From an optimization exercise on the open Yosys and OpenROAD flow, aimed at small area; shortcuts taken in it are not production practice.
Only simulation tests tie the RTL to the original design; equivalence was not proved.
The clock port is modelled as an ideal driver; clocking choices that lean on that would not hold on a real chip.
Power is estimated from default activity; no workload was simulated.

== run A ==
## UM6845R
module UM6845R
(
  	input            CLOCK,
	input            CLKEN,
	input            nRESET,
	input            TYPE,
	input            ENABLE,
	input            nCS,
	input            R_nW,
	input            RS,
	input      [7:0] DI,
	output reg [7:0] DO,
	output reg       VSYNC,
	output reg       HSYNC,
	output           DE,
	output           hBlank,
	output           vBlank,
	output           FIELD,
	output           CURSOR,
	output    [13:0] MA,
	output     [4:0] RA
);
clock: 8.0 ns
lec_check: 0
abc_area: 1
cap_margin: 0
core_margin: 2
core_utilization: 70
place_density: 0.8
slew_margin: 0
standard.sh (not shown) runs the stock make flow with config.mk's settings and CLKGATE_MAP_FILE= SYNTH_SCRIPT=/design/flow/synth_recipe.tcl, a recipe that flattens the netlist after the stock synthesis.
==> flow/flow/run.sh <==
#!/bin/bash
# Layout flow: the standard ORFS flow (standard.sh) with an area-oriented
# ABC mapping script in synthesis (flow/my_synth.tcl, flow/abc.script), no
# adder cell mapping, and a clock tree without dummy loads
# whose clkbuf_4 leaves are upsized only where slew needs it (flow/pre_cts.tcl). Each tool's
# output goes to ORFS's own logs under orfs/logs; make's output to flow.log.
set -euo pipefail
HERE=$(pwd)
CTS="-sink_clustering_enable -repair_clock_nets -dont_use_dummy_load -sink_clustering_size 40 -sink_clustering_max_diameter 120 -root_buf sky130_fd_sc_hd__clkbuf_8 -buf_list {sky130_fd_sc_hd__clkbuf_4}"
bash standard.sh \
  SYNTH_SCRIPT=$HERE/flow/my_synth.tcl \
  "CTS_ARGS=$CTS" \
  PRE_CTS_TCL=$HERE/flow/pre_cts.tcl \
  ADDER_MAP_FILE= \
  "BUFFER_PORTS_ARGS=-buffer_cell sky130_fd_sc_hd__buf_1" \
  finish > flow.log 2>&1
==> flow/flow/abc.script <==
strash
&get -n
&deepsyn -T 30
&put
dch -f
amap -A 16 -F 4 -C 1000
topo
==> flow/flow/pre_cts.tcl <==
# Clock tree: TritonCTS with small leaf buffers, then each leaf buffer whose
# estimated clock-pin slew is above a margin is upsized to clkbuf_8.
rename clock_tree_synthesis __tritoncts_clock_tree_synthesis
proc clock_tree_synthesis {args} {
  __tritoncts_clock_tree_synthesis {*}$args
  estimate_parasitics -placement
  set_propagated_clock [all_clocks]
  set block [ord::get_db_block]
  set n 0
  foreach inst [$block getInsts] {
    set m [[$inst getMaster] getName]
    if {![string match "clkbuf_*" [$inst getName]]} { continue }
    set net [[$inst findITerm X] getNet]
    set worst 0
    foreach it [$net getITerms] {
      if {[[$it getMTerm] getName] ne "CLK"} { continue }
      set p [get_pins [$it getName /]]
      foreach e {rise fall} { set s [get_property $p slew_max_$e]; if {$s > $worst} { set worst $s } }
    }
    if {$worst > 0.105 && $m ne "sky130_fd_sc_hd__clkbuf_8"} {
      replace_cell [get_cells [$inst getName]] sky130_fd_sc_hd__clkbuf_8
      incr n
    }
    puts "clock buffer [$inst getName] $m worst clock-pin slew $worst"
  }
  unset_propagated_clock [all_clocks]
  puts "upsized $n clock buffers"
}
Other scripts of this flow, unchanged in this note and not shown: flow/flow/my_synth.tcl
Run A completed end to end with timing, DRC and antenna clean.
Edits applied to the flow inputs when going from run A to run B:
Settings: CORE_UTILIZATION now 76, was 70; PLACE_DENSITY now 0.86, was 0.8.
==> flow/flow/abc.script <==
strash
&get -n
&deepsyn -T 90
&put
dch -f
amap -A 16 -F 4 -C 1000
topo
Results
Maximum frequency: run A and run B compared, higher one is run A
Cell area after synthesis on run B is down relative to run A.
Compared with run A, in run B setup slack fell by 0.16 ns, instance count of the mapped netlist decreased by 0.30% relative to the old numbers.
The inputs of run C differ from those of run B as listed below.
Settings: CORE_UTILIZATION changed from 76 to 70; PLACE_DENSITY changed from 0.86 to 0.8.
==> flow/flow/run.sh <==
#!/bin/bash
# Layout flow: the standard ORFS flow (standard.sh) with an area-oriented
# ABC mapping script in synthesis (flow/my_synth.tcl, flow/abc.script), no
# adder cell mapping, and a clock tree without dummy loads. Each tool's
# output goes to ORFS's own logs under orfs/logs; make's output to flow.log.
set -euo pipefail
HERE=$(pwd)
CTS="-sink_clustering_enable -repair_clock_nets -dont_use_dummy_load -sink_clustering_size 40 -sink_clustering_max_diameter 120 -buf_list {sky130_fd_sc_hd__clkbuf_2 sky130_fd_sc_hd__clkbuf_4 sky130_fd_sc_hd__clkbuf_8}"
bash standard.sh \
  SYNTH_SCRIPT=$HERE/flow/my_synth.tcl \
  "CTS_ARGS=$CTS" \
  ADDER_MAP_FILE= \
  "BUFFER_PORTS_ARGS=-buffer_cell sky130_fd_sc_hd__buf_1" \
  finish > flow.log 2>&1
==> flow/flow/abc.script <==
strash
&get -n
&deepsyn -T 30
&put
dch -f
amap -A 16 -F 4 -C 1000
topo
removed: flow/flow/pre_cts.tcl
- [compare] base=run B new=run C: final clock period utilization by the worst path went down by 1.8 points, critical path depth decreased by 2 relative to the old numbers, final wirelength now larger.
- Run B ended up with hcc[1] as its startpoint of the worst setup timing path; run C ended up with hcc[0].

before:
UM6845R again, from the RTL that the note above started with.
// UM6845R
module UM6845R
(
  	input            CLOCK,
	input            CLKEN,
	input            nRESET,
	input            TYPE,
	input            ENABLE,
	input            nCS,
	input            R_nW,
	input            RS,
	input      [7:0] DI,
	output reg [7:0] DO,
	output reg       VSYNC,
	output reg       HSYNC,
	output           DE,
	output           hBlank,
	output           vBlank,
	output           FIELD,
	output           CURSOR,
	output    [13:0] MA,
	output     [4:0] RA
);
clock: 8.0 ns
lec_check: 0
abc_area: 1
cap_margin: 0
core_margin: 2
core_utilization: 70
place_density: 0.8
slew_margin: 0
==> flow/flow/run.sh <==
#!/bin/bash
# Layout flow: the standard ORFS flow (standard.sh) with an area-oriented
# ABC mapping script in synthesis (flow/my_synth.tcl, flow/abc.script), no
# adder cell mapping, and a clock tree without dummy loads
# whose clkbuf_4 leaves are upsized only where slew needs it (flow/pre_cts.tcl). Each tool's
# output goes to ORFS's own logs under orfs/logs; make's output to flow.log.
set -euo pipefail
HERE=$(pwd)
CTS="-sink_clustering_enable -repair_clock_nets -dont_use_dummy_load -sink_clustering_size 40 -sink_clustering_max_diameter 120 -root_buf sky130_fd_sc_hd__clkbuf_8 -buf_list {sky130_fd_sc_hd__clkbuf_4}"
bash standard.sh \
  SYNTH_SCRIPT=$HERE/flow/my_synth.tcl \
  "CTS_ARGS=$CTS" \
  PRE_CTS_TCL=$HERE/flow/pre_cts.tcl \
  ADDER_MAP_FILE= \
  "BUFFER_PORTS_ARGS=-buffer_cell sky130_fd_sc_hd__buf_1" \
  finish > flow.log 2>&1
==> flow/flow/abc.script <==
strash
&get -n
&deepsyn -T 90
&put
dch -f
amap -A 16 -F 4 -C 1000
topo
Other scripts of this flow, unchanged in this note and not shown: flow/flow/my_synth.tcl, flow/flow/pre_cts.tcl
Every stage of the flow completed for before, and the final layout passed the timing, design-rule and antenna checks.
Input changes introduced in after (baseline for comparison: before):
==> flow/flow/abc.script <==
strash
&get -n
&deepsyn -T 40
&deepsyn -T 40 -S 11
&deepsyn -T 40 -S 23
&put
dch -f
amap -A 16 -F 4 -C 1000
topo
--- outcome ---
Delta (after minus before): depth of the worst register-to-register path now sits lower, switching power total now sits higher.
On sequential share of layout area, before and after are basically level.
Diff before -> after: multi-input logic area about even; first-pass iteration count of the detailed router rose 1; number of non-filler instances in the completed layout about even.

-- what the ideal ports hide --
How much do the figures lean on ideal ports? The routed layouts below were timed once more, with nothing changed but the port constraints. Step 1 assumes that a clkbuf_16 drives the clock port and a buf_2 every other input. Step 2, shift: input delay + t, output delay - t, t = (earliest + latest rising clock arrival at the registers) / 2. This alone moves slack from input paths to output paths. Three values: ideal ports, drivers, drivers and shift; two values: the first two.
run | shift t [ns] | setup WS [ns] | latest minus earliest clock arrival (ns) | worst register clock-pin slew, ns
run A | 0.491 | 1.692 / 1.654 / 2.145 | 0.033 / 0.034 | 0.11 / 0.11
run B | 0.495 | 1.529 / 1.492 / 1.946 | 0.035 / 0.035 | 0.11 / 0.11
run C | 0.502 | 1.674 / 1.636 / 1.854 | 0.020 / 0.019 | 0.08 / 0.08
before | 0.486 | 1.589 / 1.554 / 1.867 | 0.039 / 0.039 | 0.11 / 0.11
after | 0.491 | 1.643 / 1.607 / 1.886 | 0.041 / 0.041 | 0.11 / 0.11
After both steps every run listed still meets setup and hold.
